Source: an optimization exercise on an open RTL-to-GDS flow (aim: small area and a short achievable clock period). Production flows keep margins and buffers that such runs may drop. In this exercise RTL edits were held to simulation tests only and were not proved equivalent to the original. Power and IR drop assume default switching activity.

## job 1079
==> flow/design.v (excerpt) <==
module wallace_mult_top (
	input  wire        clk,
	input  wire        sext_a,
	input  wire        sext_b,
	input  wire [31:0] a,
	input  wire [31:0] b,
	output wire [63:0] out
);
Settings: LEC_CHECK=0, CAP_MARGIN=20, CORE_MARGIN=2, CORE_UTILIZATION=60, SETUP_SLACK_MARGIN=4.2, SLEW_MARGIN=20, SYNTH_HIERARCHICAL=1, SYNTH_MINIMUM_KEEP_SIZE=0; clock period 8.5 ns.
run.sh (not shown) runs the stock make flow with config.mk's settings and CLKGATE_MAP_FILE= SYNTH_SCRIPT=/design/flow/synth_recipe.tcl, a recipe that flattens the netlist after the stock synthesis.
For job 8033, these inputs were changed with respect to job 1079:
Settings: changing SETUP_SLACK_MARGIN from 4.2 to 3.85.
==> flow/flow/run.sh (new file) <==
#!/bin/bash
# The standard layout (standard.sh, with the standard flow's synthesis and settings), except that
# the port buffers that global placement inserts are buf_1 cells instead of the
# default choice. make's own output goes to standard.log; each tool's log is under
# orfs/logs/.
set -euo pipefail
bash standard.sh 'BUFFER_PORTS_ARGS=-buffer_cell sky130_fd_sc_hd__buf_1' finish > standard.log 2>&1
==> flow/standard.sh (new file) <==
#!/bin/bash
# synth_recipe.tcl (not shown) runs the flow's synth.tcl, then flattens the netlist and writes it again
# the make line also repeats each setting of config.mk as NAME=value (left out here)
make -C /OpenROAD-flow-scripts/flow DESIGN_CONFIG=/design/flow/config.mk WORK_HOME=/design/flow/orfs CLKGATE_MAP_FILE= SYNTH_SCRIPT=/design/flow/synth_recipe.tcl "${@:-finish}"
removed: flow/run.sh
==> comparison <==
Job 8033 | status: complete | timing, DRC, antenna: pass. Against job 1079, net total in the final layout in job 8033 fell slightly. Est. power | job 8033 vs job 1079 | job 8033 lower. Compared with job 1079, in job 8033 met3 demand-to-capacity share in global routing moved down, final critical-path required period moved up, combined global-route utilization of all metal layers moved down.
Edits applied to the flow inputs when going from job 8033 to job 5325:
Settings: SETUP_SLACK_MARGIN changed from 3.85 to 4.0; CORE_UTILIZATION changed from 60 to 75.
==> flow/run.sh (new file) <==
#!/bin/bash
# synth_recipe.tcl (not shown) runs the flow's synth.tcl, then flattens the netlist and writes it again
# the make line also repeats each setting of config.mk as NAME=value (left out here)
make -C /OpenROAD-flow-scripts/flow DESIGN_CONFIG=/design/flow/config.mk WORK_HOME=/design/flow/orfs CLKGATE_MAP_FILE= SYNTH_SCRIPT=/design/flow/synth_recipe.tcl finish
removed: flow/flow/run.sh
removed: flow/standard.sh
==> run summary <==
Worst setup slack after layout in job 5325 is 24 ps lower than in job 8033. Cmp job 5325 and job 8033 / initial detailed-routing violation count / lower: job 8033. Job 5325 ends up with a peak fanout along the critical path that is 1 lower than in job 8033. Delta(power spent charging and discharging nets, job 5325 - job 8033) > 0. In job 5325, the critical path depth came out 1 above the value in job 8033. Layout-stage area growth over the synthesis result, job 5325 and job 8033: lower on job 8033. [job 5325] clock skew fell 14 ps relative to job 8033. Diff job 5325 and job 8033: area enclosed by the die boundary higher in job 8033. On job 5325: via count is 1,203 higher than what job 8033 gave.
> inputs changed (job 5325 -> job 3518)
Settings: CORE_UTILIZATION changed from 75 to 60.
==> flow/flow/run.sh (new file) <==
#!/bin/bash
# The standard layout (standard.sh, with the standard flow's synthesis and settings), except that
# the port buffers that global placement inserts are buf_1 cells instead of the
# default choice. make's own output goes to standard.log; each tool's log is under
# orfs/logs/.
set -euo pipefail
bash standard.sh 'BUFFER_PORTS_ARGS=-buffer_cell sky130_fd_sc_hd__buf_1' SKIP_GATE_CLONING=1 finish > standard.log 2>&1
==> flow/standard.sh (new file) <==
#!/bin/bash
# synth_recipe.tcl (not shown) runs the flow's synth.tcl, then flattens the netlist and writes it again
# the make line also repeats each setting of config.mk as NAME=value (left out here)
make -C /OpenROAD-flow-scripts/flow DESIGN_CONFIG=/design/flow/config.mk WORK_HOME=/design/flow/orfs CLKGATE_MAP_FILE= SYNTH_SCRIPT=/design/flow/synth_recipe.tcl "${@:-finish}"
removed: flow/run.sh
==> run summary <==
- Going from job 5325 to job 3518, the placed wire-length estimate after detailed placement was found to have gone up by 3.5%.
- Side by side, global-route usage turned out lower in job 3518 than in job 5325.
- Lower setup slack was reported by job 5325, not job 3518.
- From job 5325 to job 3518 the numbers moved as follows: layout overhead on the synthesized area dropped 2.7 points; clock network power share rose by 0.8 points; highest clock frequency the design can meet picked up an extra 2.5%.
- Of job 3518 and job 5325, it is job 3518 that has the lower detailed-route wire length.
- Sum of buffers and inverters on the critical path (higher): job 5325
- y18_q as the source of the critical timing path was reported by job 3518, and x18_q by job 5325.
- Core util | job 3518 vs job 5325 | job 3518 lower
- Job 3518: detailed router's first-iteration violation count is 1,109 lower than what job 5325 reported.
- The flow did not stop early for job 3518: all stages ran, and the layout cleared the timing, design-rule and antenna checks.
- Post-cts gate resize count (lower): job 3518
Input changes introduced in job 3143 (baseline for comparison: job 3518):
Settings: changing CORE_UTILIZATION from 60 to 40; changing SLEW_MARGIN from 20 to 0; changing CAP_MARGIN from 20 to 0.
==> flow/run.sh (new file) <==
#!/bin/bash
# synth_recipe.tcl (not shown) runs the flow's synth.tcl, then flattens the netlist and writes it again
# the make line also repeats each setting of config.mk as NAME=value (left out here)
make -C /OpenROAD-flow-scripts/flow DESIGN_CONFIG=/design/flow/config.mk WORK_HOME=/design/flow/orfs CLKGATE_MAP_FILE= SYNTH_SCRIPT=/design/flow/synth_recipe.tcl finish
removed: flow/flow/run.sh
removed: flow/standard.sh
- Job 3143 did not stop at any stage, and its layout met the timing, design-rule and antenna checks.
- In the tables for job 3518 and job 3143, area of all placed cells without fillers reads higher with job 3143.
- Final routed wirelength across all metal layers (job 3143 / job 3518): 1.06
- More vias were needed by job 3143 than by job 3518.
- On non-clock buffer total of the final layout: job 3143 sits below job 3518.
- Cell area power density in job 3143 is 0.91% above job 3518.
- Relative to job 3518, the combinational power measured on job 3143 has increased by a few percent.

---

== rev 12 ==
Starting RTL as in the previous note.
Settings: LEC_CHECK=0, CAP_MARGIN=20, CORE_MARGIN=2, CORE_UTILIZATION=60, SETUP_SLACK_MARGIN=4.0, SLEW_MARGIN=20, SYNTH_HIERARCHICAL=1, SYNTH_MINIMUM_KEEP_SIZE=0; clock period 8.5 ns.
standard.sh (not shown) runs the stock make flow with config.mk's settings and CLKGATE_MAP_FILE= SYNTH_SCRIPT=/design/flow/synth_recipe.tcl, a recipe that flattens the netlist after the stock synthesis.
==> flow/flow/run.sh <==
#!/bin/bash
# The standard layout (standard.sh, with the standard flow's synthesis and settings), except that
# the port buffers that global placement inserts are buf_1 cells instead of the
# default choice. make's own output goes to standard.log; each tool's log is under
# orfs/logs/.
set -euo pipefail
bash standard.sh 'BUFFER_PORTS_ARGS=-buffer_cell sky130_fd_sc_hd__buf_1' finish > standard.log 2>&1
Having completed the whole flow, rev 12 delivered a layout that passed the timing, design-rule and antenna checks.
Edits applied to the flow inputs when going from rev 12 to rev 13:
==> flow/run.sh (new file) <==
#!/bin/bash
# synth_recipe.tcl (not shown) runs the flow's synth.tcl, then flattens the netlist and writes it again
# the make line also repeats each setting of config.mk as NAME=value (left out here)
make -C /OpenROAD-flow-scripts/flow DESIGN_CONFIG=/design/flow/config.mk WORK_HOME=/design/flow/orfs CLKGATE_MAP_FILE= SYNTH_SCRIPT=/design/flow/synth_recipe.tcl finish
--- a/flow/config.mk
+++ b/flow/config.mk
@@ -9,4 +9,4 @@
 export CORE_MARGIN = 2
-export CORE_UTILIZATION = 60
-export SETUP_SLACK_MARGIN = 4.0
+export CORE_UTILIZATION = 40
+export SETUP_SLACK_MARGIN = 4.3
 export SLEW_MARGIN = 20
removed: flow/flow/run.sh
removed: flow/standard.sh
## What came out
Per the final summary, rev 13 finished and its layout is clean on timing, DRC and antenna.
Looking at destination of the critical timing path, the out[59] result is from rev 12; the out[46] one comes from rev 13.
Looking at setup fix buffers added after clock tree synthesis, rev 13 sits 11 above rev 12.
Where worst IR drop on VDD is concerned, rev 12 is outperformed by rev 13.
Taking rev 12 as the reference, in rev 13 count of clock-buffer cells in the layout neither gained nor lost much; post-route non-filler standard cell count rose by 11%; core utilization of the finished layout decreased 18 points.

---

wallace_mult_top again, from the RTL that the note above started with.
==> flow/design.v (excerpt) <==
module wallace_mult_top (
	input  wire        clk,
	input  wire        sext_a,
	input  wire        sext_b,
	input  wire [31:0] a,
	input  wire [31:0] b,
	output wire [63:0] out
);
reg  [31:0] a_r;
reg         ae_r;
reg  [15:0] one_r;
reg  [15:0] two_r;
reg  [15:0] neg_r;
reg         sel16_r;
integer i;
reg [15:0] one_d, two_d, neg_d;
reg        b2, b1, b0;
always @ (*) begin
	for (i = 0; i < 16; i = i + 1) begin
		b2 = b[2 * i + 1];
		b1 = b[2 * i];
		b0 = (i == 0) ? 1'b0 : b[2 * i - 1];
		one_d[i] = b1 ^ b0;
		two_d[i] = (b2 & ~b1 & ~b0) | (~b2 & b1 & b0);
		neg_d[i] = b2;
	end
end
always @ (posedge clk) begin
	a_r     <= a;
	ae_r    <= sext_a & a[31];
	one_r   <= one_d;
	two_r   <= two_d;
	neg_r   <= neg_d;
	sel16_r <= b[31] & ~sext_b;    
end
wire pp0_0;
wire pp0_1;
wire pp0_2;
wire pp0_3;
wire pp0_4;
wire pp0_5;
wire pp0_6;
wire pp0_7;
wire pp0_8;
wire pp0_9;
wire pp0_10;
wire pp0_11;
wire pp0_12;
wire pp0_13;
wire pp0_14;
wire pp0_15;
wire pp0_16;
wire pp0_17;
wire pp0_18;
wire pp0_19;
wire pp0_20;
wire pp0_21;
wire pp0_22;
wire pp0_23;
wire pp0_24;
wire pp0_25;
wire pp0_26;
wire pp0_27;
wire pp0_28;
wire pp0_29;
wire pp0_30;
wire pp0_31;
wire pp0_32;
wire pp0_33;
wire pp1_0;
wire pp1_1;
wire pp1_2;
wire pp1_3;
wire pp1_4;
wire pp1_5;
  ...
clock: 8.5 ns
lec_check: 0
cap_margin: 20
core_margin: 2
core_utilization: 65
setup_slack_margin: 4.0
slew_margin: 20
synth_hierarchical: 1
synth_minimum_keep_size: 0
==> flow/flow/run.sh <==
#!/bin/bash
# The standard layout (standard.sh, with the standard flow's synthesis and settings), except that
# the port buffers that global placement inserts are buf_1 cells instead of the
# default choice. make's own output goes to standard.log; each tool's log is under
# orfs/logs/.
set -euo pipefail
bash standard.sh 'BUFFER_PORTS_ARGS=-buffer_cell sky130_fd_sc_hd__buf_1' finish > standard.log 2>&1
Next try:
- CORE_UTILIZATION: 65 -> 55
Result:
- final cell count goes up by 3.3%
- area after synthesis stays the same
- die area climbs by 18%
Next try:
==> flow/run.sh (new file) <==
#!/bin/bash
# synth_recipe.tcl (not shown) runs the flow's synth.tcl, then flattens the netlist and writes it again
# the make line also repeats each setting of config.mk as NAME=value (left out here)
make -C /OpenROAD-flow-scripts/flow DESIGN_CONFIG=/design/flow/config.mk WORK_HOME=/design/flow/orfs CLKGATE_MAP_FILE= SYNTH_SCRIPT=/design/flow/synth_recipe.tcl finish
- CORE_UTILIZATION: 55 -> 40
removed: flow/flow/run.sh
removed: flow/standard.sh
Result:
- wire length came out higher by 5.9%
- utilization fell by 14 points
- fmax increases by 0.36%
- synthesized area stays the same
- clock skew goes up by 0.0043 ns
- clock power climbs by 6.0%
- global-route usage went down by 8.2 points
- sequential share of layout area went down by 0.43 points
- design area increases by 4.6%

[re-timing with driven ports]
Ports are ideal in the flow. The routed layouts listed here were re-timed in OpenROAD.
Step 1: set_driving_cell puts a clkbuf_16 on clk and a buf_2 on each other input, an assumption about the parent block.
Step 2 times the ports against the registers' clock, not the clock port: input delays grow and output delays shrink by t, the midpoint of the rising clock arrivals with the driver on.
Three values: ideal, step 1, step 2; two values: the first two.
run	t, ns	setup WS [ns]	worst slew at a driven data input, ns
job 1079	0.581	4.030 / 3.968 / 4.252	0.09
job 8033	0.570	3.915 / 3.853 / 3.969	0.07
job 5325	0.544	3.891 / 3.831 / 3.968	0.07
job 3518	0.572	4.003 / 3.940 / 4.059	0.07
job 3143	0.575	3.981 / 3.921 / 4.021	0.07
rev 12	0.572	4.003 / 3.940 / 4.059	0.07
rev 13	0.559	4.012 / 3.954 / 4.310	0.06
the first run of note 3	0.563	3.904 / 3.843 / 4.018	0.05
the second run of note 3	0.577	3.963 / 3.899 / 3.996	0.07
the third run of note 3	0.577	3.979 / 3.922 / 4.080	0.07
After both steps setup and hold are still met in every run listed.
